Context: an optimization exercise on an open-source flow, tuned for small area and a short achievable clock period. The choices shown serve that exercise and are no tape-out recipe. Only the layout flow was run in this run; the RTL was not checked for function there. Power figures rest on the tool's default switching activity, not on a simulated workload.

`run.sh`:
```
#!/bin/bash
# synth_recipe.tcl (not shown) runs the flow's synth.tcl, then flattens the netlist and writes it again
# the make line also repeats each setting of config.mk as NAME=value (left out here)
make -C /OpenROAD-flow-scripts/flow DESIGN_CONFIG=/design/flow/config.mk WORK_HOME=/design/flow/orfs CLKGATE_MAP_FILE= SYNTH_SCRIPT=/design/flow/synth_recipe.tcl finish
```
`config.mk`:
```
export PLATFORM = sky130hd
export DESIGN_NAME = STDPmodel_4PWL
export DESIGN_NICKNAME = STDPmodel_4PWL
export VERILOG_FILES = /design/flow/design.v
export SDC_FILE = /design/flow/constraint.sdc
export NUM_CORES = 4
export LEC_CHECK = 0
export CAP_MARGIN = 20
export CORE_MARGIN = 2
export CORE_UTILIZATION = 40
export SETUP_SLACK_MARGIN = 4
export SLEW_MARGIN = 20
```
`constraint.sdc`:
```
create_clock -name core_clock -period 7.5 [get_ports {clk}]
set_input_delay 1.5000 -clock core_clock [delete_from_list [all_inputs] [get_ports {clk}]]
set_output_delay 1.5000 -clock core_clock [all_outputs]
set_load 0.01 [all_outputs]
```
`design.v`:
```
module c_dff
  (clk, reset, active, d, q);
   parameter width = 32;
   parameter offset = 0;
   parameter reset_type = 0;
   parameter [offset:(offset+width)-1] reset_value = {width{1'b0}};
   input clk;
   wire  clk;
   input reset;
   wire  reset;
   input active;
   wire  active;   
   input [offset:(offset+width)-1] d;
   output [offset:(offset+width)-1] q;
   reg [offset:(offset+width)-1] q;
  generate
      case(reset_type)
	0:
	  always @(posedge clk, posedge reset)
	    if(reset)
	      q <= reset_value;
	    else if(active)
	      q <= d;
	1:
	  always @(posedge clk)
	    if(reset)
	      q <= reset_value;
	    else if(active)
	      q <= d;
      endcase 
  endgenerate
endmodule
module STDPmodel_4PWL
(reset, clk, A_pre, A_post, start_replay_phase, W_previous, W_new);
	input reset;
	input clk;
	input A_pre;
	input A_post;
	input start_replay_phase;
	input  [31:0] W_previous;
	output [31:0] W_new;
	reg    [31:0] W_new;
	localparam [31:0] W_MAX = 32'h0020_0000;
	reg [2:0] Count_pre, Count_post;
	always @(posedge clk)
	  if (reset)              Count_pre <= 3'd0;
	  else if (A_pre)         Count_pre <= 3'd6;
	  else if (Count_pre!=0)  Count_pre <= Count_pre - 3'd1;
	always @(posedge clk)
	  if (reset)              Count_post <= 3'd0;
	  else if (A_post)        Count_post <= 3'd6;
	  else if (Count_post!=0) Count_post <= Count_post - 3'd1;
	reg nz;
	always @(posedge clk)
	  nz <= !reset && (A_pre || Count_pre > 3'd1) && (A_post || Count_post > 3'd1);
	wire AdaptW = nz && !reset;
	wire [2:0] Delta_Count = Count_post - Count_pre;
	wire d2 = Delta_Count[2];
	wire [2:0] abs_dc = d2 ? (3'd0 - Delta_Count) : Delta_Count;
	reg AdaptW_2, AdaptW_3, AdaptW_4;
	reg sign_dt_hold, sign_dt_q2, sign_dt_q3, sign_dt_q4;
	wire sign_dt_s1 = AdaptW ? d2 : (AdaptW_4 ? sign_dt_hold : 1'b0);
	always @(posedge clk)
	  if (reset) begin
	    AdaptW_2 <= 1'b0; AdaptW_3 <= 1'b0; AdaptW_4 <= 1'b0;
	    sign_dt_hold <= 1'b0;
	    sign_dt_q2 <= 1'b0; sign_dt_q3 <= 1'b0; sign_dt_q4 <= 1'b0;
	  end else begin
	    AdaptW_2 <= AdaptW; AdaptW_3 <= AdaptW_2; AdaptW_4 <= AdaptW_3;
	    sign_dt_hold <= sign_dt_s1;
	    sign_dt_q2 <= sign_dt_s1; sign_dt_q3 <= sign_dt_q2; sign_dt_q4 <= sign_dt_q3;
	  end
	function [31:0] wmax_minus_mask;
	  input [31:0] x;
	  integer i;
	  reg b;
	  begin
	    b = 1'b0;
	    for (i = 0; i < 32; i = i + 1) begin
	      wmax_minus_mask[i] = W_MAX[i] ^ b;
	      b = W_MAX[i] ? (x[i] & b) : (x[i] | b);
	    end
	  end
	endfunction
	wire [31:0] ws_in = W_previous ^ ({32{~d2}} & wmax_minus_mask(W_previous));
	reg  [31:0] Ws_q1, W_previous_q2, W_previous_q3;
	reg  g1;
	wire [31:0] w_q1  = Ws_q1 ^ ({32{~g1}} & wmax_minus_mask(Ws_q1));
	always @(posedge clk)
	  if (nz) begin
	    Ws_q1 <= ws_in;  g1 <= d2;
	    W_previous_q2 <= w_q1;
	    W_previous_q3 <= W_previous_q2;
	  end
	reg v1, v2, v3;
	always @(posedge clk)
	  if (reset) begin
	    v1 <= 1'b0; v2 <= 1'b0; v3 <= 1'b0;
	  end else if (nz) begin
	    v1 <= 1'b1; v2 <= v1; v3 <= v2;
	  end
	wire [3:0]  codeT = {d2, abs_dc};
	reg         sgn2;
	always @(posedge clk) sgn2 <= d2;
	wire [31:0] ws = Ws_q1;
	reg [23:0] kc;
	always @(posedge clk)
	  case (codeT)
	    4'b1001: kc <= 24'b101011110010110111000110;
	    4'b1010: kc <= 24'b010011101010011011000110;
	    4'b1011: kc <= 24'b111101100110000011000110;
	    4'b1100: kc <= 24'b100101011111101110011000;
	    4'b0001: kc <= 24'b010011010111000010101011;
	    4'b0010: kc <= 24'b100101000011111001110011;
	    4'b0011: kc <= 24'b110110110010110101000011;
	    default: kc <= 24'b0;
	  endcase
	wire z5_1 = (ws[5] & ~ws[6]);
	wire z5_2 = (~ws[5] & ws[6]);
	wire z5_3 = (ws[5] & ws[6]);
	wire z7_1 = (ws[7] & ~ws[8]);
	wire z7_2 = (~ws[7] & ws[8]);
	wire z7_3 = (ws[7] & ws[8]);
	wire z9_1 = (ws[9] & ~ws[10]);
	wire z9_2 = (~ws[9] & ws[10]);
	wire z9_3 = (ws[9] & ws[10]);
	wire z11_1 = (ws[11] & ~ws[12]);
	wire z11_2 = (~ws[11] & ws[12]);
	wire z11_3 = (ws[11] & ws[12]);
	wire z13_1 = (ws[13] & ~ws[14]);
	wire z13_2 = (~ws[13] & ws[14]);
	wire z13_3 = (ws[13] & ws[14]);
	wire z15_1 = (ws[15] & ~ws[16]);
	wire z15_2 = (~ws[15] & ws[16]);
	wire z15_3 = (ws[15] & ws[16]);
	wire z17_1 = (ws[17] & ~ws[18]);
	wire z17_2 = (~ws[17] & ws[18]);
	wire z17_3 = (ws[17] & ws[18]);
	wire z19_1 = (ws[19] & ~ws[20]);
	wire z19_2 = (~ws[19] & ws[20]);
	wire z19_3 = (ws[19] & ws[20]);
	wire z21_1 = (ws[21] & ~ws[22]);
	wire z21_2 = (~ws[21] & ws[22]);
	wire z21_3 = (ws[21] & ws[22]);
	wire z23_1 = (ws[23] & ~ws[24]);
	wire z23_2 = (~ws[23] & ws[24]);
	wire z23_3 = (ws[23] & ws[24]);
	wire z25_1 = (ws[25] & ~ws[26]);
	wire z25_2 = (~ws[25] & ws[26]);
	wire z25_3 = (ws[25] & ws[26]);
	wire z27_1 = (ws[27] & ~ws[28]);
	wire z27_2 = (~ws[27] & ws[28]);
	wire z27_3 = (ws[27] & ws[28]);
	wire z29_1 = (ws[29] & ~ws[30]);
	wire z29_2 = (~ws[29] & ws[30]);
	wire z29_3 = (ws[29] & ws[30]);
	wire z31_1 = ws[31];
	wire z31_3 = (ws[31] & ws[32]);
	wire k0 = kc[0];
	wire k1 = kc[1];
	wire k2 = kc[2];
	wire k3 = kc[3];
	wire k4 = kc[4];
	wire k5 = kc[5];
	wire k6 = kc[6];
	wire k7 = kc[7];
	wire k8 = kc[8];
	wire k9 = kc[9];
	wire k10 = kc[10];
	wire k11 = kc[11];
	wire k12 = kc[12];
	wire k13 = kc[13];
	wire k14 = kc[14];
	wire k15 = kc[15];
	wire k16 = kc[16];
	wire k17 = kc[17];
	wire k18 = kc[18];
	wire k19 = kc[19];
	wire k20 = kc[20];
	wire k21 = kc[21];
	wire k22 = kc[22];
	wire k23 = kc[23];
	wire pp5_0 = (z5_1 & k0) | (z5_2 & k1) | (z5_3 & k2);
	wire pp5_1 = (z5_2 & k0);
	wire pp5_2 = (z5_3 & k0);
	wire pp7_0 = (z7_1 & k3) | (z7_2 & k4) | (z7_3 & k5);
	wire pp7_1 = (z7_1 & k1) | (z7_2 & k3) | (z7_3 & k6);
	wire pp7_2 = (z7_1 & k0) | (z7_2 & k1) | (z7_3 & k7);
	wire pp7_3 = (z7_2 & k0);
	wire pp7_4 = (z7_3 & k0);
	wire pp9_0 = (z9_1 & k8) | (z9_2 & k9) | (z9_3 & k10);
	wire pp9_1 = (z9_1 & k4) | (z9_2 & k8) | (z9_3 & k11);
	wire pp9_2 = (z9_1 & k3) | (z9_2 & k4) | (z9_3 & k12);
	wire pp9_3 = (z9_1 & k1) | (z9_2 & k3) | (z9_3 & k6);
	wire pp9_4 = (z9_1 & k0) | (z9_2 & k1) | (z9_3 & k7);
	wire pp9_5 = (z9_2 & k0);
	wire pp9_6 = (z9_3 & k0);
	wire pp11_0 = (z11_1 & k13) | (z11_2 & k13);
	wire pp11_1 = (z11_1 & k9) | (z11_2 & k13) | (z11_3 & k9);
	wire pp11_2 = (z11_1 & k8) | (z11_2 & k9) | (z11_3 & k14);
	wire pp11_3 = (z11_1 & k4) | (z11_2 & k8) | (z11_3 & k15);
	wire pp11_4 = (z11_1 & k3) | (z11_2 & k4) | (z11_3 & k16);
	wire pp11_5 = (z11_1 & k1) | (z11_2 & k3) | (z11_3 & k17);
	wire pp11_6 = (z11_1 & k0) | (z11_2 & k1) | (z11_3 & k18);
	wire pp11_7 = (z11_2 & k0);
	wire pp11_8 = (z11_3 & k0);
	wire pp13_0 = (z13_1 & k18) | (z13_2 & k19) | (z13_3 & k20);
	wire pp13_1 = (z13_1 & k13) | (z13_2 & k18) | (z13_3 & k19);
	wire pp13_2 = (z13_1 & k13) | (z13_2 & k13) | (z13_3 & k18);
	wire pp13_3 = (z13_1 & k9) | (z13_2 & k13) | (z13_3 & k9);
	wire pp13_4 = (z13_1 & k8) | (z13_2 & k9) | (z13_3 & k14);
	wire pp13_5 = (z13_1 & k4) | (z13_2 & k8) | (z13_3 & k15);
	wire pp13_6 = (z13_1 & k3) | (z13_2 & k4) | (z13_3 & k16);
	wire pp13_7 = (z13_1 & k1) | (z13_2 & k3) | (z13_3 & k17);
	wire pp13_8 = (z13_1 & k0) | (z13_2 & k1) | (z13_3 & k18);
	wire pp13_9 = (z13_2 & k0);
	wire pp13_10 = (z13_3 & k0);
	wire pp15_0 = (z15_1 & k21) | (z15_3 & k21);
	wire pp15_1 = (z15_1 & k19) | (z15_2 & k21) | (z15_3 & k22);
	wire pp15_2 = (z15_1 & k18) | (z15_2 & k19) | (z15_3 & k23);
	wire pp15_3 = (z15_1 & k13) | (z15_2 & k18) | (z15_3 & k19);
	wire pp15_4 = (z15_1 & k13) | (z15_2 & k13) | (z15_3 & k18);
	wire pp15_5 = (z15_1 & k9) | (z15_2 & k13) | (z15_3 & k9);
	wire pp15_6 = (z15_1 & k8) | (z15_2 & k9) | (z15_3 & k14);
	wire pp15_7 = (z15_1 & k4) | (z15_2 & k8) | (z15_3 & k15);
	wire pp15_8 = (z15_1 & k3) | (z15_2 & k4) | (z15_3 & k16);
	wire pp15_9 = (z15_1 & k1) | (z15_2 & k3) | (z15_3 & k17);
	wire pp15_10 = (z15_1 & k0) | (z15_2 & k1) | (z15_3 & k18);
	wire pp15_11 = (z15_2 & k0);
	wire pp15_12 = (z15_3 & k0);
	wire pp17_2 = (z17_1 & k21) | (z17_3 & k21);
	wire pp17_3 = (z17_1 & k19) | (z17_2 & k21) | (z17_3 & k22);
	wire pp17_4 = (z17_1 & k18) | (z17_2 & k19) | (z17_3 & k23);
	wire pp17_5 = (z17_1 & k13) | (z17_2 & k18) | (z17_3 & k19);
	wire pp17_6 = (z17_1 & k13) | (z17_2 & k13) | (z17_3 & k18);
	wire pp17_7 = (z17_1 & k9) | (z17_2 & k13) | (z17_3 & k9);
	wire pp17_8 = (z17_1 & k8) | (z17_2 & k9) | (z17_3 & k14);
	wire pp17_9 = (z17_1 & k4) | (z17_2 & k8) | (z17_3 & k15);
	wire pp17_10 = (z17_1 & k3) | (z17_2 & k4) | (z17_3 & k16);
	wire pp17_11 = (z17_1 & k1) | (z17_2 & k3) | (z17_3 & k17);
	wire pp17_12 = (z17_1 & k0) | (z17_2 & k1) | (z17_3 & k18);
	wire pp17_13 = (z17_2 & k0);
	wire pp17_14 = (z17_3 & k0);
	wire pp19_4 = (z19_1 & k21) | (z19_3 & k21);
	wire pp19_5 = (z19_1 & k19) | (z19_2 & k21) | (z19_3 & k22);
	wire pp19_6 = (z19_1 & k18) | (z19_2 & k19) | (z19_3 & k23);
	wire pp19_7 = (z19_1 & k13) | (z19_2 & k18) | (z19_3 & k19);
	wire pp19_8 = (z19_1 & k13) | (z19_2 & k13) | (z19_3 & k18);
	wire pp19_9 = (z19_1 & k9) | (z19_2 & k13) | (z19_3 & k9);
	wire pp19_10 = (z19_1 & k8) | (z19_2 & k9) | (z19_3 & k14);
	wire pp19_11 = (z19_1 & k4) | (z19_2 & k8) | (z19_3 & k15);
	wire pp19_12 = (z19_1 & k3) | (z19_2 & k4) | (z19_3 & k16);
	wire pp19_13 = (z19_1 & k1) | (z19_2 & k3) | (z19_3 & k17);
	wire pp19_14 = (z19_1 & k0) | (z19_2 & k1) | (z19_3 & k18);
	wire pp19_15 = (z19_2 & k0);
	wire pp19_16 = (z19_3 & k0);
	wire pp21_6 = (z21_1 & k21) | (z21_3 & k21);
	wire pp21_7 = (z21_1 & k19) | (z21_2 & k21) | (z21_3 & k22);
	wire pp21_8 = (z21_1 & k18) | (z21_2 & k19) | (z21_3 & k23);
	wire pp21_9 = (z21_1 & k13) | (z21_2 & k18) | (z21_3 & k19);
	wire pp21_10 = (z21_1 & k13) | (z21_2 & k13) | (z21_3 & k18);
	wire pp21_11 = (z21_1 & k9) | (z21_2 & k13) | (z21_3 & k9);
	wire pp21_12 = (z21_1 & k8) | (z21_2 & k9) | (z21_3 & k14);
	wire pp21_13 = (z21_1 & k4) | (z21_2 & k8) | (z21_3 & k15);
	wire pp21_14 = (z21_1 & k3) | (z21_2 & k4) | (z21_3 & k16);
	wire pp21_15 = (z21_1 & k1) | (z21_2 & k3) | (z21_3 & k17);
	wire pp21_16 = (z21_1 & k0) | (z21_2 & k1) | (z21_3 & k18);
	wire pp21_17 = (z21_2 & k0);
	wire pp21_18 = (z21_3 & k0);
	wire pp23_8 = (z23_1 & k21) | (z23_3 & k21);
	wire pp23_9 = (z23_1 & k19) | (z23_2 & k21) | (z23_3 & k22);
	wire pp23_10 = (z23_1 & k18) | (z23_2 & k19) | (z23_3 & k23);
	wire pp23_11 = (z23_1 & k13) | (z23_2 & k18) | (z23_3 & k19);
	wire pp23_12 = (z23_1 & k13) | (z23_2 & k13) | (z23_3 & k18);
	wire pp23_13 = (z23_1 & k9) | (z23_2 & k13) | (z23_3 & k9);
	wire pp23_14 = (z23_1 & k8) | (z23_2 & k9) | (z23_3 & k14);
	wire pp23_15 = (z23_1 & k4) | (z23_2 & k8) | (z23_3 & k15);
	wire pp23_16 = (z23_1 & k3) | (z23_2 & k4) | (z23_3 & k16);
	wire pp23_17 = (z23_1 & k1) | (z23_2 & k3) | (z23_3 & k17);
	wire pp23_18 = (z23_1 & k0) | (z23_2 & k1) | (z23_3 & k18);
	wire pp23_19 = (z23_2 & k0);
	wire pp23_20 = (z23_3 & k0);
	wire pp25_10 = (z25_1 & k21) | (z25_3 & k21);
	wire pp25_11 = (z25_1 & k19) | (z25_2 & k21) | (z25_3 & k22);
	wire pp25_12 = (z25_1 & k18) | (z25_2 & k19) | (z25_3 & k23);
	wire pp25_13 = (z25_1 & k13) | (z25_2 & k18) | (z25_3 & k19);
	wire pp25_14 = (z25_1 & k13) | (z25_2 & k13) | (z25_3 & k18);
	wire pp25_15 = (z25_1 & k9) | (z25_2 & k13) | (z25_3 & k9);
	wire pp25_16 = (z25_1 & k8) | (z25_2 & k9) | (z25_3 & k14);
	wire pp25_17 = (z25_1 & k4) | (z25_2 & k8) | (z25_3 & k15);
	wire pp25_18 = (z25_1 & k3) | (z25_2 & k4) | (z25_3 & k16);
	wire pp25_19 = (z25_1 & k1) | (z25_2 & k3) | (z25_3 & k17);
	wire pp25_20 = (z25_1 & k0) | (z25_2 & k1) | (z25_3 & k18);
	wire pp25_21 = (z25_2 & k0);
	wire pp25_22 = (z25_3 & k0);
	wire pp27_12 = (z27_1 & k21) | (z27_3 & k21);
	wire pp27_13 = (z27_1 & k19) | (z27_2 & k21) | (z27_3 & k22);
	wire pp27_14 = (z27_1 & k18) | (z27_2 & k19) | (z27_3 & k23);
	wire pp27_15 = (z27_1 & k13) | (z27_2 & k18) | (z27_3 & k19);
	wire pp27_16 = (z27_1 & k13) | (z27_2 & k13) | (z27_3 & k18);
	wire pp27_17 = (z27_1 & k9) | (z27_2 & k13) | (z27_3 & k9);
	wire pp27_18 = (z27_1 & k8) | (z27_2 & k9) | (z27_3 & k14);
	wire pp27_19 = (z27_1 & k4) | (z27_2 & k8) | (z27_3 & k15);
	wire pp27_20 = (z27_1 & k3) | (z27_2 & k4) | (z27_3 & k16);
	wire pp27_21 = (z27_1 & k1) | (z27_2 & k3) | (z27_3 & k17);
	wire pp27_22 = (z27_1 & k0) | (z27_2 & k1) | (z27_3 & k18);
	wire pp27_23 = (z27_2 & k0);
	wire pp27_24 = (z27_3 & k0);
	wire pp29_14 = (z29_1 & k21) | (z29_3 & k21);
	wire pp29_15 = (z29_1 & k19) | (z29_2 & k21) | (z29_3 & k22);
	wire pp29_16 = (z29_1 & k18) | (z29_2 & k19) | (z29_3 & k23);
	wire pp29_17 = (z29_1 & k13) | (z29_2 & k18) | (z29_3 & k19);
	wire pp29_18 = (z29_1 & k13) | (z29_2 & k13) | (z29_3 & k18);
	wire pp29_19 = (z29_1 & k9) | (z29_2 & k13) | (z29_3 & k9);
	wire pp29_20 = (z29_1 & k8) | (z29_2 & k9) | (z29_3 & k14);
	wire pp29_21 = (z29_1 & k4) | (z29_2 & k8) | (z29_3 & k15);
	wire pp29_22 = (z29_1 & k3) | (z29_2 & k4) | (z29_3 & k16);
	wire pp29_23 = (z29_1 & k1) | (z29_2 & k3) | (z29_3 & k17);
	wire pp29_24 = (z29_1 & k0) | (z29_2 & k1) | (z29_3 & k18);
	wire pp29_25 = (z29_2 & k0);
	wire pp29_26 = (z29_3 & k0);
	wire pp31_16 = (z31_1 & k21) | (z31_3 & k21);
	wire pp31_17 = (z31_1 & k19) | (z31_3 & k19);
	wire pp31_18 = (z31_1 & k18) | (z31_3 & k18);
	wire pp31_19 = (z31_1 & k13) | (z31_3 & k13);
	wire pp31_20 = (z31_1 & k13) | (z31_3 & k13);
	wire pp31_21 = (z31_1 & k9) | (z31_3 & k9);
	wire pp31_22 = (z31_1 & k8) | (z31_3 & k8);
	wire pp31_23 = (z31_1 & k4) | (z31_3 & k4);
	wire pp31_24 = (z31_1 & k3) | (z31_3 & k3);
	wire pp31_25 = (z31_1 & k1) | (z31_3 & k1);
	wire pp31_26 = (z31_1 & k0) | (z31_3 & k0);
	wire m_s0 = pp5_2 ^ pp7_2;
	wire m_c0 = pp5_2 & pp7_2;
	wire m_s1 = pp7_3 ^ pp9_3;
	wire m_c1 = pp7_3 & pp9_3;
	wire m_s2 = pp7_4 ^ pp9_4 ^ pp11_4;
	wire m_c2 = (pp7_4 & pp9_4) | (pp7_4 & pp11_4) | (pp9_4 & pp11_4);
	wire m_s3 = pp9_5 ^ pp11_5;
	wire m_c3 = pp9_5 & pp11_5;
	wire m_s4 = pp9_6 ^ pp11_6 ^ pp13_6;
	wire m_c4 = (pp9_6 & pp11_6) | (pp9_6 & pp13_6) | (pp11_6 & pp13_6);
	wire m_s5 = pp11_7 ^ pp13_7;
	wire m_c5 = pp11_7 & pp13_7;
	wire m_s6 = pp11_8 ^ pp13_8 ^ pp15_8;
	wire m_c6 = (pp11_8 & pp13_8) | (pp11_8 & pp15_8) | (pp13_8 & pp15_8);
	wire m_s7 = pp13_9 ^ pp15_9;
	wire m_c7 = pp13_9 & pp15_9;
	wire m_s8 = pp13_10 ^ pp15_10 ^ pp17_10;
	wire m_c8 = (pp13_10 & pp15_10) | (pp13_10 & pp17_10) | (pp15_10 & pp17_10);
	wire m_s9 = pp15_11 ^ pp17_11;
	wire m_c9 = pp15_11 & pp17_11;
	wire m_s10 = pp15_12 ^ pp17_12 ^ pp19_12;
	wire m_c10 = (pp15_12 & pp17_12) | (pp15_12 & pp19_12) | (pp17_12 & pp19_12);
	wire m_s11 = pp17_13 ^ pp19_13;
	wire m_c11 = pp17_13 & pp19_13;
	wire m_s12 = pp17_14 ^ pp19_14 ^ pp21_14;
	wire m_c12 = (pp17_14 & pp19_14) | (pp17_14 & pp21_14) | (pp19_14 & pp21_14);
	wire m_s13 = pp19_15 ^ pp21_15;
	wire m_c13 = pp19_15 & pp21_15;
	wire m_s14 = pp19_16 ^ pp21_16 ^ pp23_16;
	wire m_c14 = (pp19_16 & pp21_16) | (pp19_16 & pp23_16) | (pp21_16 & pp23_16);
	wire m_s15 = pp21_17 ^ pp23_17;
	wire m_c15 = pp21_17 & pp23_17;
	wire m_s16 = pp21_18 ^ pp23_18;
	wire m_c16 = pp21_18 & pp23_18;
	wire m_s17 = pp5_0 ^ pp7_0 ^ pp9_0;
	wire m_c17 = (pp5_0 & pp7_0) | (pp5_0 & pp9_0) | (pp7_0 & pp9_0);
	wire m_s18 = pp5_1 ^ pp7_1 ^ pp9_1;
	wire m_c18 = (pp5_1 & pp7_1) | (pp5_1 & pp9_1) | (pp7_1 & pp9_1);
	wire m_s19 = pp11_1 ^ pp13_1;
	wire m_c19 = pp11_1 & pp13_1;
	wire m_s20 = m_s0 ^ pp9_2 ^ pp11_2;
	wire m_c20 = (m_s0 & pp9_2) | (m_s0 & pp11_2) | (pp9_2 & pp11_2);
	wire m_s21 = pp13_2 ^ pp15_2 ^ pp17_2;
	wire m_c21 = (pp13_2 & pp15_2) | (pp13_2 & pp17_2) | (pp15_2 & pp17_2);
	wire m_s22 = m_s1 ^ pp11_3 ^ pp13_3;
	wire m_c22 = (m_s1 & pp11_3) | (m_s1 & pp13_3) | (pp11_3 & pp13_3);
	wire m_s23 = pp15_3 ^ pp17_3 ^ m_c0;
	wire m_c23 = (pp15_3 & pp17_3) | (pp15_3 & m_c0) | (pp17_3 & m_c0);
	wire m_s24 = m_s2 ^ pp13_4 ^ pp15_4;
	wire m_c24 = (m_s2 & pp13_4) | (m_s2 & pp15_4) | (pp13_4 & pp15_4);
	wire m_s25 = pp17_4 ^ pp19_4 ^ m_c1;
	wire m_c25 = (pp17_4 & pp19_4) | (pp17_4 & m_c1) | (pp19_4 & m_c1);
	wire m_s26 = m_s3 ^ pp13_5 ^ pp15_5;
	wire m_c26 = (m_s3 & pp13_5) | (m_s3 & pp15_5) | (pp13_5 & pp15_5);
	wire m_s27 = pp17_5 ^ pp19_5 ^ m_c2;
	wire m_c27 = (pp17_5 & pp19_5) | (pp17_5 & m_c2) | (pp19_5 & m_c2);
	wire m_s28 = m_s4 ^ pp15_6 ^ pp17_6;
	wire m_c28 = (m_s4 & pp15_6) | (m_s4 & pp17_6) | (pp15_6 & pp17_6);
	wire m_s29 = pp19_6 ^ pp21_6 ^ m_c3;
	wire m_c29 = (pp19_6 & pp21_6) | (pp19_6 & m_c3) | (pp21_6 & m_c3);
	wire m_s30 = m_s5 ^ pp15_7 ^ pp17_7;
	wire m_c30 = (m_s5 & pp15_7) | (m_s5 & pp17_7) | (pp15_7 & pp17_7);
	wire m_s31 = pp19_7 ^ pp21_7 ^ m_c4;
	wire m_c31 = (pp19_7 & pp21_7) | (pp19_7 & m_c4) | (pp21_7 & m_c4);
	wire m_s32 = m_s6 ^ pp17_8 ^ pp19_8;
	wire m_c32 = (m_s6 & pp17_8) | (m_s6 & pp19_8) | (pp17_8 & pp19_8);
	wire m_s33 = pp21_8 ^ pp23_8 ^ m_c5;
	wire m_c33 = (pp21_8 & pp23_8) | (pp21_8 & m_c5) | (pp23_8 & m_c5);
	wire m_s34 = m_s7 ^ pp17_9 ^ pp19_9;
	wire m_c34 = (m_s7 & pp17_9) | (m_s7 & pp19_9) | (pp17_9 & pp19_9);
	wire m_s35 = pp21_9 ^ pp23_9 ^ m_c6;
	wire m_c35 = (pp21_9 & pp23_9) | (pp21_9 & m_c6) | (pp23_9 & m_c6);
	wire m_s36 = m_s8 ^ pp19_10 ^ pp21_10;
	wire m_c36 = (m_s8 & pp19_10) | (m_s8 & pp21_10) | (pp19_10 & pp21_10);
	wire m_s37 = pp23_10 ^ pp25_10 ^ m_c7;
	wire m_c37 = (pp23_10 & pp25_10) | (pp23_10 & m_c7) | (pp25_10 & m_c7);
	wire m_s38 = m_s9 ^ pp19_11 ^ pp21_11;
	wire m_c38 = (m_s9 & pp19_11) | (m_s9 & pp21_11) | (pp19_11 & pp21_11);
	wire m_s39 = pp23_11 ^ pp25_11 ^ m_c8;
	wire m_c39 = (pp23_11 & pp25_11) | (pp23_11 & m_c8) | (pp25_11 & m_c8);
	wire m_s40 = m_s10 ^ pp21_12 ^ pp23_12;
	wire m_c40 = (m_s10 & pp21_12) | (m_s10 & pp23_12) | (pp21_12 & pp23_12);
	wire m_s41 = pp25_12 ^ pp27_12 ^ m_c9;
	wire m_c41 = (pp25_12 & pp27_12) | (pp25_12 & m_c9) | (pp27_12 & m_c9);
	wire m_s42 = m_s11 ^ pp21_13 ^ pp23_13;
	wire m_c42 = (m_s11 & pp21_13) | (m_s11 & pp23_13) | (pp21_13 & pp23_13);
	wire m_s43 = pp25_13 ^ pp27_13 ^ m_c10;
	wire m_c43 = (pp25_13 & pp27_13) | (pp25_13 & m_c10) | (pp27_13 & m_c10);
	wire m_s44 = m_s12 ^ pp23_14 ^ pp25_14;
	wire m_c44 = (m_s12 & pp23_14) | (m_s12 & pp25_14) | (pp23_14 & pp25_14);
	wire m_s45 = pp27_14 ^ pp29_14 ^ m_c11;
	wire m_c45 = (pp27_14 & pp29_14) | (pp27_14 & m_c11) | (pp29_14 & m_c11);
	wire m_s46 = m_s13 ^ pp23_15 ^ pp25_15;
	wire m_c46 = (m_s13 & pp23_15) | (m_s13 & pp25_15) | (pp23_15 & pp25_15);
	wire m_s47 = pp27_15 ^ pp29_15 ^ m_c12;
	wire m_c47 = (pp27_15 & pp29_15) | (pp27_15 & m_c12) | (pp29_15 & m_c12);
	wire m_s48 = m_s14 ^ pp25_16 ^ pp27_16;
	wire m_c48 = (m_s14 & pp25_16) | (m_s14 & pp27_16) | (pp25_16 & pp27_16);
	wire m_s49 = pp29_16 ^ pp31_16 ^ m_c13;
	wire m_c49 = (pp29_16 & pp31_16) | (pp29_16 & m_c13) | (pp31_16 & m_c13);
	wire m_s50 = m_s15 ^ pp25_17 ^ pp27_17;
	wire m_c50 = (m_s15 & pp25_17) | (m_s15 & pp27_17) | (pp25_17 & pp27_17);
	wire m_s51 = pp29_17 ^ pp31_17 ^ m_c14;
	wire m_c51 = (pp29_17 & pp31_17) | (pp29_17 & m_c14) | (pp31_17 & m_c14);
	wire m_s52 = m_s16 ^ pp25_18 ^ pp27_18;
	wire m_c52 = (m_s16 & pp25_18) | (m_s16 & pp27_18) | (pp25_18 & pp27_18);
	wire m_s53 = pp29_18 ^ pp31_18 ^ m_c15;
	wire m_c53 = (pp29_18 & pp31_18) | (pp29_18 & m_c15) | (pp31_18 & m_c15);
	wire m_s54 = pp23_19 ^ pp25_19 ^ pp27_19;
	wire m_c54 = (pp23_19 & pp25_19) | (pp23_19 & pp27_19) | (pp25_19 & pp27_19);
	wire m_s55 = pp29_19 ^ pp31_19 ^ m_c16;
	wire m_c55 = (pp29_19 & pp31_19) | (pp29_19 & m_c16) | (pp31_19 & m_c16);
	wire m_s56 = pp23_20 ^ pp25_20 ^ pp27_20;
	wire m_c56 = (pp23_20 & pp25_20) | (pp23_20 & pp27_20) | (pp25_20 & pp27_20);
	wire m_s57 = pp29_20 ^ pp31_20;
	wire m_c57 = pp29_20 & pp31_20;
	wire m_s58 = pp25_21 ^ pp27_21 ^ pp29_21;
	wire m_c58 = (pp25_21 & pp27_21) | (pp25_21 & pp29_21) | (pp27_21 & pp29_21);
	wire m_s59 = pp25_22 ^ pp27_22;
	wire m_c59 = pp25_22 & pp27_22;
	wire m_s60 = m_s17 ^ pp11_0;
	wire m_c60 = m_s17 & pp11_0;
	wire m_s61 = m_s18 ^ m_s19 ^ pp15_1;
	wire m_c61 = (m_s18 & m_s19) | (m_s18 & pp15_1) | (m_s19 & pp15_1);
	wire m_s62 = m_s20 ^ m_s21 ^ m_c18;
	wire m_c62 = (m_s20 & m_s21) | (m_s20 & m_c18) | (m_s21 & m_c18);
	wire m_s63 = m_s22 ^ m_s23 ^ m_c20;
	wire m_c63 = (m_s22 & m_s23) | (m_s22 & m_c20) | (m_s23 & m_c20);
	wire m_s64 = m_s24 ^ m_s25 ^ m_c22;
	wire m_c64 = (m_s24 & m_s25) | (m_s24 & m_c22) | (m_s25 & m_c22);
	wire m_s65 = m_s26 ^ m_s27 ^ m_c24;
	wire m_c65 = (m_s26 & m_s27) | (m_s26 & m_c24) | (m_s27 & m_c24);
	wire m_s66 = m_s28 ^ m_s29 ^ m_c26;
	wire m_c66 = (m_s28 & m_s29) | (m_s28 & m_c26) | (m_s29 & m_c26);
	wire m_s67 = m_s30 ^ m_s31 ^ m_c28;
	wire m_c67 = (m_s30 & m_s31) | (m_s30 & m_c28) | (m_s31 & m_c28);
	wire m_s68 = m_s32 ^ m_s33 ^ m_c30;
	wire m_c68 = (m_s32 & m_s33) | (m_s32 & m_c30) | (m_s33 & m_c30);
	wire m_s69 = m_s34 ^ m_s35 ^ m_c32;
	wire m_c69 = (m_s34 & m_s35) | (m_s34 & m_c32) | (m_s35 & m_c32);
	wire m_s70 = m_s36 ^ m_s37 ^ m_c34;
	wire m_c70 = (m_s36 & m_s37) | (m_s36 & m_c34) | (m_s37 & m_c34);
	wire m_s71 = m_s38 ^ m_s39 ^ m_c36;
	wire m_c71 = (m_s38 & m_s39) | (m_s38 & m_c36) | (m_s39 & m_c36);
	wire m_s72 = m_s40 ^ m_s41 ^ m_c38;
	wire m_c72 = (m_s40 & m_s41) | (m_s40 & m_c38) | (m_s41 & m_c38);
	wire m_s73 = m_s42 ^ m_s43 ^ m_c40;
	wire m_c73 = (m_s42 & m_s43) | (m_s42 & m_c40) | (m_s43 & m_c40);
	wire m_s74 = m_s44 ^ m_s45 ^ m_c42;
	wire m_c74 = (m_s44 & m_s45) | (m_s44 & m_c42) | (m_s45 & m_c42);
	wire m_s75 = m_s46 ^ m_s47 ^ m_c44;
	wire m_c75 = (m_s46 & m_s47) | (m_s46 & m_c44) | (m_s47 & m_c44);
	wire m_s76 = m_s48 ^ m_s49 ^ m_c46;
	wire m_c76 = (m_s48 & m_s49) | (m_s48 & m_c46) | (m_s49 & m_c46);
	wire m_s77 = m_s50 ^ m_s51 ^ m_c48;
	wire m_c77 = (m_s50 & m_s51) | (m_s50 & m_c48) | (m_s51 & m_c48);
	wire m_s78 = m_s52 ^ m_s53 ^ m_c50;
	wire m_c78 = (m_s52 & m_s53) | (m_s52 & m_c50) | (m_s53 & m_c50);
	wire m_s79 = m_s54 ^ m_s55 ^ m_c52;
	wire m_c79 = (m_s54 & m_s55) | (m_s54 & m_c52) | (m_s55 & m_c52);
	wire m_s80 = m_s56 ^ m_s57 ^ m_c54;
	wire m_c80 = (m_s56 & m_s57) | (m_s56 & m_c54) | (m_s57 & m_c54);
	wire m_s81 = m_s58 ^ pp31_21 ^ m_c56;
	wire m_c81 = (m_s58 & pp31_21) | (m_s58 & m_c56) | (pp31_21 & m_c56);
	wire m_s82 = m_s59 ^ pp29_22 ^ pp31_22;
	wire m_c82 = (m_s59 & pp29_22) | (m_s59 & pp31_22) | (pp29_22 & pp31_22);
	wire m_s83 = pp27_23 ^ pp29_23 ^ pp31_23;
	wire m_c83 = (pp27_23 & pp29_23) | (pp27_23 & pp31_23) | (pp29_23 & pp31_23);
	wire m_s84 = pp27_24 ^ pp29_24;
	wire m_c84 = pp27_24 & pp29_24;
	wire m_s85 = m_s60 ^ pp13_0;
	wire m_c85 = m_s60 & pp13_0;
	wire m_s86 = m_s61 ^ m_c17 ^ m_c60;
	wire m_c86 = (m_s61 & m_c17) | (m_s61 & m_c60) | (m_c17 & m_c60);
	wire m_s87 = m_s62 ^ m_c19 ^ m_c61;
	wire m_c87 = (m_s62 & m_c19) | (m_s62 & m_c61) | (m_c19 & m_c61);
	wire m_s88 = m_s63 ^ m_c21 ^ m_c62;
	wire m_c88 = (m_s63 & m_c21) | (m_s63 & m_c62) | (m_c21 & m_c62);
	wire m_s89 = m_s64 ^ m_c23 ^ m_c63;
	wire m_c89 = (m_s64 & m_c23) | (m_s64 & m_c63) | (m_c23 & m_c63);
	wire m_s90 = m_s65 ^ m_c25 ^ m_c64;
	wire m_c90 = (m_s65 & m_c25) | (m_s65 & m_c64) | (m_c25 & m_c64);
	wire m_s91 = m_s66 ^ m_c27 ^ m_c65;
	wire m_c91 = (m_s66 & m_c27) | (m_s66 & m_c65) | (m_c27 & m_c65);
	wire m_s92 = m_s67 ^ m_c29 ^ m_c66;
	wire m_c92 = (m_s67 & m_c29) | (m_s67 & m_c66) | (m_c29 & m_c66);
	wire m_s93 = m_s68 ^ m_c31 ^ m_c67;
	wire m_c93 = (m_s68 & m_c31) | (m_s68 & m_c67) | (m_c31 & m_c67);
	wire m_s94 = m_s69 ^ m_c33 ^ m_c68;
	wire m_c94 = (m_s69 & m_c33) | (m_s69 & m_c68) | (m_c33 & m_c68);
	wire m_s95 = m_s70 ^ m_c35 ^ m_c69;
	wire m_c95 = (m_s70 & m_c35) | (m_s70 & m_c69) | (m_c35 & m_c69);
	wire m_s96 = m_s71 ^ m_c37 ^ m_c70;
	wire m_c96 = (m_s71 & m_c37) | (m_s71 & m_c70) | (m_c37 & m_c70);
	wire m_s97 = m_s72 ^ m_c39 ^ m_c71;
	wire m_c97 = (m_s72 & m_c39) | (m_s72 & m_c71) | (m_c39 & m_c71);
	wire m_s98 = m_s73 ^ m_c41 ^ m_c72;
	wire m_c98 = (m_s73 & m_c41) | (m_s73 & m_c72) | (m_c41 & m_c72);
	wire m_s99 = m_s74 ^ m_c43 ^ m_c73;
	wire m_c99 = (m_s74 & m_c43) | (m_s74 & m_c73) | (m_c43 & m_c73);
	wire m_s100 = m_s75 ^ m_c45 ^ m_c74;
	wire m_c100 = (m_s75 & m_c45) | (m_s75 & m_c74) | (m_c45 & m_c74);
	wire m_s101 = m_s76 ^ m_c47 ^ m_c75;
	wire m_c101 = (m_s76 & m_c47) | (m_s76 & m_c75) | (m_c47 & m_c75);
	wire m_s102 = m_s77 ^ m_c49 ^ m_c76;
	wire m_c102 = (m_s77 & m_c49) | (m_s77 & m_c76) | (m_c49 & m_c76);
	wire m_s103 = m_s78 ^ m_c51 ^ m_c77;
	wire m_c103 = (m_s78 & m_c51) | (m_s78 & m_c77) | (m_c51 & m_c77);
	wire m_s104 = m_s79 ^ m_c53 ^ m_c78;
	wire m_c104 = (m_s79 & m_c53) | (m_s79 & m_c78) | (m_c53 & m_c78);
	wire m_s105 = m_s80 ^ m_c55 ^ m_c79;
	wire m_c105 = (m_s80 & m_c55) | (m_s80 & m_c79) | (m_c55 & m_c79);
	wire m_s106 = m_s81 ^ m_c57 ^ m_c80;
	wire m_c106 = (m_s81 & m_c57) | (m_s81 & m_c80) | (m_c57 & m_c80);
	wire m_s107 = m_s82 ^ m_c58 ^ m_c81;
	wire m_c107 = (m_s82 & m_c58) | (m_s82 & m_c81) | (m_c58 & m_c81);
	wire m_s108 = m_s83 ^ m_c59 ^ m_c82;
	wire m_c108 = (m_s83 & m_c59) | (m_s83 & m_c82) | (m_c59 & m_c82);
	wire m_s109 = m_s84 ^ pp31_24 ^ m_c83;
	wire m_c109 = (m_s84 & pp31_24) | (m_s84 & m_c83) | (pp31_24 & m_c83);
	wire m_s110 = pp29_25 ^ pp31_25 ^ m_c84;
	wire m_c110 = (pp29_25 & pp31_25) | (pp29_25 & m_c84) | (pp31_25 & m_c84);
	wire m_s111 = pp29_26 ^ pp31_26;
	wire m_c111 = pp29_26 & pp31_26;
	wire [27:0] prod_a = {m_c111, m_s111, m_s110, m_s109, m_s108, m_s107, m_s106, m_s105, m_s104, m_s103, m_s102, m_s101, m_s100, m_s99, m_s98, m_s97, m_s96, m_s95, m_s94, m_s93, m_s92, m_s91, m_s90, m_s89, m_s88, m_s87, m_s86, m_s85};
	wire [27:0] prod_b = {1'b0, m_c110, m_c109, m_c108, m_c107, m_c106, m_c105, m_c104, m_c103, m_c102, m_c101, m_c100, m_c99, m_c98, m_c97, m_c96, m_c95, m_c94, m_c93, m_c92, m_c91, m_c90, m_c89, m_c88, m_c87, m_c86, m_c85, pp15_0};
	reg [27:0] P3a, P3b;
	reg        sgn3;
	always @(posedge clk) begin
	  P3a  <= prod_a;
	  P3b  <= prod_b;
	  sgn3 <= sgn2;
	end
	wire [31:0] base = nz ? (v2 ? W_previous_q2 : 32'd0)
	                      : (v3 ? W_previous_q3 : 32'd0);
	wire [31:0] bx = base ^ {32{sgn3}};
	wire [27:0] cs_s = bx[27:0] ^ P3a ^ P3b;
	wire [27:0] cs_c = (bx[27:0] & P3a) | (bx[27:0] & P3b) | (P3a & P3b);
	wire [31:0] r = {bx[31:28], cs_s} + {3'd0, cs_c, 1'b0};
	reg  [31:0] WB4;
	always @(posedge clk)
	  WB4 <= r ^ {32{sgn3}};
	wire [31:0] W_B = AdaptW_4 ? WB4 : W_previous;
	always @(posedge clk)
	  if (start_replay_phase && (AdaptW_4 || AdaptW) && W_B[31])
	    W_new <= sign_dt_q4 ? 32'd0 : W_MAX;
	  else if (start_replay_phase && (AdaptW_4 || AdaptW))
	    W_new <= W_B;
	  else
	    W_new <= W_previous;
endmodule
```
==> results.sh <==
export IMPL_status="finished clean"
export IMPL_synth_most_common_cell="inv_1"
export IMPL_ff2ff_setup_slack_ns=3.93
export IMPL_place_congestion=0.862
export IMPL_cp_end_kind="flop"
export IMPL_setup_viol=0
export IMPL_routedWlPerCell_um=19.7
export IMPL_htreeDepth=1
export IMPL_grt_max_degree=66
export IMPL_synth_area_leader_cell="dfxtp_1"
export IMPL_crit_path_max_fanout=6
export IMPL_track_usage=0.210
export IMPL_tns_ns=0
export IMPL_async_flop_share=0
export IMPL_grt_first_pass_wirelength_mm=71.3
export IMPL_grt_ovfl_total=0
export IMPL_worst_slew_pin_slew_ns=1.14
export IMPL_leakage_nw=8.41
export IMPL_netlist_cell_type_count=59
export IMPL_placedCellCount=2196
export IMPL_cts_tree="done"
export IMPL_cap_viol_max_count=0
export IMPL_ys_seq_area_frac=0.372
export IMPL_dp_hpwl_mm=30.7
export IMPL_multi_input_area_sq_um=9750
export IMPL_clk_latency_ns=0.56
export IMPL_worst_ir_drop_vdd_v=0.000233
export IMPL_power_density_nw_per_um2=485
export IMPL_grt_pass1_vias=13000
export IMPL_hp_class="flop to flop"
export IMPL_synth_top_area_share=0.195
export IMPL_synthFlopType="dfxtp_1"
export IMPL_wl_mm=45.7
export IMPL_core_sq_um=40800
export IMPL_fin_worst_skew_ns=0.0221
export IMPL_synth_fp_nets=1903
export IMPL_fin_crit_sh=0.476
export IMPL_die_x_um=207
export IMPL_rows=74
export IMPL_cpPeakStageDelay_ns=0.49
export IMPL_ys_ff_latch=258
export IMPL_dr_total_vias=12600
export IMPL_start_util=0.404
export IMPL_vias_per_cell=5.41
export IMPL_dieArea_sq_um=42900
export IMPL_crit_chain="and2_4 -> a22oi_2 -> xor2_1 -> fa_1 -> inv_1 -> ha_2 -> fa_2 -> a211o_1 -> a2111oi_4 -> o21a_2 -> buf_4 -> a21oi_2 -> a311oi_2 -> xnor2_1"
export IMPL_syn_inst=1690
export IMPL_hold_buffers=0
export IMPL_syn_area_sq_um=16500
export IMPL_slew_headroom=0.239
export IMPL_drive_gt1_frac=0.165
export IMPL_grt_setup_unrepaired="true"
export IMPL_maxSlewViolCount=0
export IMPL_portBuffers=68
export IMPL_cts_buffers=28
export IMPL_synthTopCellsByArea="dfxtp_1 20%, edfxtp_1 18%, fa_1 15%"
export IMPL_period_needed_ns=3.57
export IMPL_drt_initial_drc_count=964
export IMPL_cp_start_kind="flop"
export IMPL_synthTopCellsByCount="216 x inv_1, 161 x dfxtp_1, 156 x nand2_1"
export IMPL_seq_area_sq_um=6150
export IMPL_avgSynthCellArea_sq_um=9.77
export IMPL_clockBufferDepth=3
export IMPL_ys_warn_count=2
export IMPL_dr_pass1_iters=6
export IMPL_cts_sinks=258
export IMPL_area_growth_pct=19.9
export IMPL_n_fill_cell=3721
export IMPL_synth_enable_flop_cells=97
export IMPL_final_cells=2322
export IMPL_antenna_found_initial=0
export IMPL_worstPathArrival_ns=4.00
export IMPL_drc=0
export IMPL_clock_fmax_mhz=280
export IMPL_die_h_um=207
export IMPL_cts_clk_slew_worst_paths_ns=0.06
export IMPL_cts_root_buffer="clkbuf_16"
export IMPL_required_ns=7.93
export IMPL_io_pins=69
export IMPL_finalHoldViolations=0
export IMPL_path_class="flop to flop"
export IMPL_slowest_stage="fa_1"
export IMPL_layout_nets=1980
export IMPL_antenna_left=0
-- worst max-delay path: cells and delay by family (launching register included) --
kind	cells	cell delay [ns]
compound gates	6	1.37
flops	1	0.38
xor+xnor	2	0.26
buf+inv	2	0.18
fa+ha+maj	3	1.02
simple gates	1	0.25
-- sequential cells by signal, summed over array words and instances (netlist names) --
register / count
Count_pre: 3
WB4: 32
sign_dt_hold: 1
nz: 1
P3a: 28
sign_dt_q3: 1
W_previous_q2: 32
v2: 1
AdaptW_2: 1
Count_post: 3
AdaptW_3: 1
v3: 1
AdaptW_4: 1
v1: 1
Ws_q1: 32
W_previous_q3: 32
W_new: 32
sign_dt_q4: 1
g1: 1
kc: 24
sgn3: 1
P3b: 27
sgn2: 1
-- routing by layer --
| metal | share of wire | track usage |
|---|---|---|
| met1 | 0.41 | 0.267 |
| met2 | 0.49 | 0.356 |
| met3 | 0.068 | 0.0405 |
| met4 | 0.034 | 0.0781 |
| met5 | 0 | 0 |
-- placed cells by master, fill, tap and decap left out, types with 72 or more instances in the layout --
| master | n |
|---|---|
| nand2_1 | 153 |
| buf_4 | 77 |
| dfxtp_1 | 154 |
| edfxtp_1 | 97 |
| fa_1 | 123 |
| xor2_1 | 72 |
| inv_1 | 211 |
| nor2_1 | 82 |
| xnor2_1 | 79 |
| a21oi_1 | 95 |
-- path summary, 6_finish.rpt --
check	startpoint	cells after the start	end
worst max-delay path	nz	14	WB4[17]
worst min-delay path	sgn2	0	sgn3
worst max register to register	nz	14	WB4[17]
worst min register to register	sgn2	0	sgn3
-- cell type report --
| cell class | count | area share |
|---|---|---|
| antenna | 1 | 0.000126 |
| clock inverter | 13 | 0.00619 |
| tap | 532 | 0.0336 |
| timing repair buffer | 158 | 0.0740 |
| inverter | 218 | 0.0420 |
| multi-input combinational | 1103 | 0.492 |
| sequential | 258 | 0.311 |
| clock buffer | 39 | 0.0411 |
-- logic make-up after synthesis --
logic type,Yosys count,synth area share
adders and majority gates,176,0.190
muxes,73,0.0473
xor gates and xnor gates,152,0.0806
buffers and inverters,330,0.0754
AOI/OAI and AO/OA,341,0.135
DFF,258,0.372
and+or+nand+nor,360,0.100
-- what timing repair did --
action	CTS	global route
pin swaps	27	31
endpoints found under the hold margin	0	0
endpoints found under the setup margin	73	38
gates cloned	2	0
buffers inserted	39	31
gates resized for setup	65	94
-- metrics by stage --
step           instance area (sq um)   util  setup WS [ns]  power [mW]  hold WS, ns
5_1_grt                        19800  0.485           3.76        10.4        0.337
6_report                       19800  0.485           3.93        9.60        0.326
2_1_floorplan                  16800      -           3.19        6.25        0.310
3_5_place_dp                   17800  0.437           2.81        7.67        0.315
3_3_place_gp                   17800  0.437           2.86        7.58        0.313
4_1_cts                        19200  0.471           3.85        9.28        0.327
-- report_power, final --
part	total [mW]	internal, mW	switching (mW)
logic	5.91	2.71	3.20
clock network	1.40	0.828	0.574
registers	2.28	1.96	0.327

## static timing again, ports no longer ideal
In the flow no input, the clock included, has a driving cell. The finished layout below was timed again as built, in two steps.
Step 1 sets driving cells, clkbuf_16 on the clock port and buf_2 on the other inputs (assumed; they add their load-dependent delay and slew).
Step 2, shift: input delay + t, output delay - t, t = (earliest + latest rising clock arrival at the registers) / 2. This alone moves slack from input paths to output paths.
a / b / c = ideal ports / drivers / drivers and shift; a / b = the first two.
shift t [ns]: 0.603
setup slack, ns: 3.929 / 3.929 / 3.521
worst setup path after step 2: input to register
latest minus earliest clock arrival (ns): 0.022 / 0.022
slew at the worst register clock pin (ns): 0.07 / 0.07
After both steps setup and hold are still met in this run. For this run, drivers alone change the setup slack by 0.000 ns; drivers and shift together by -0.408 ns.
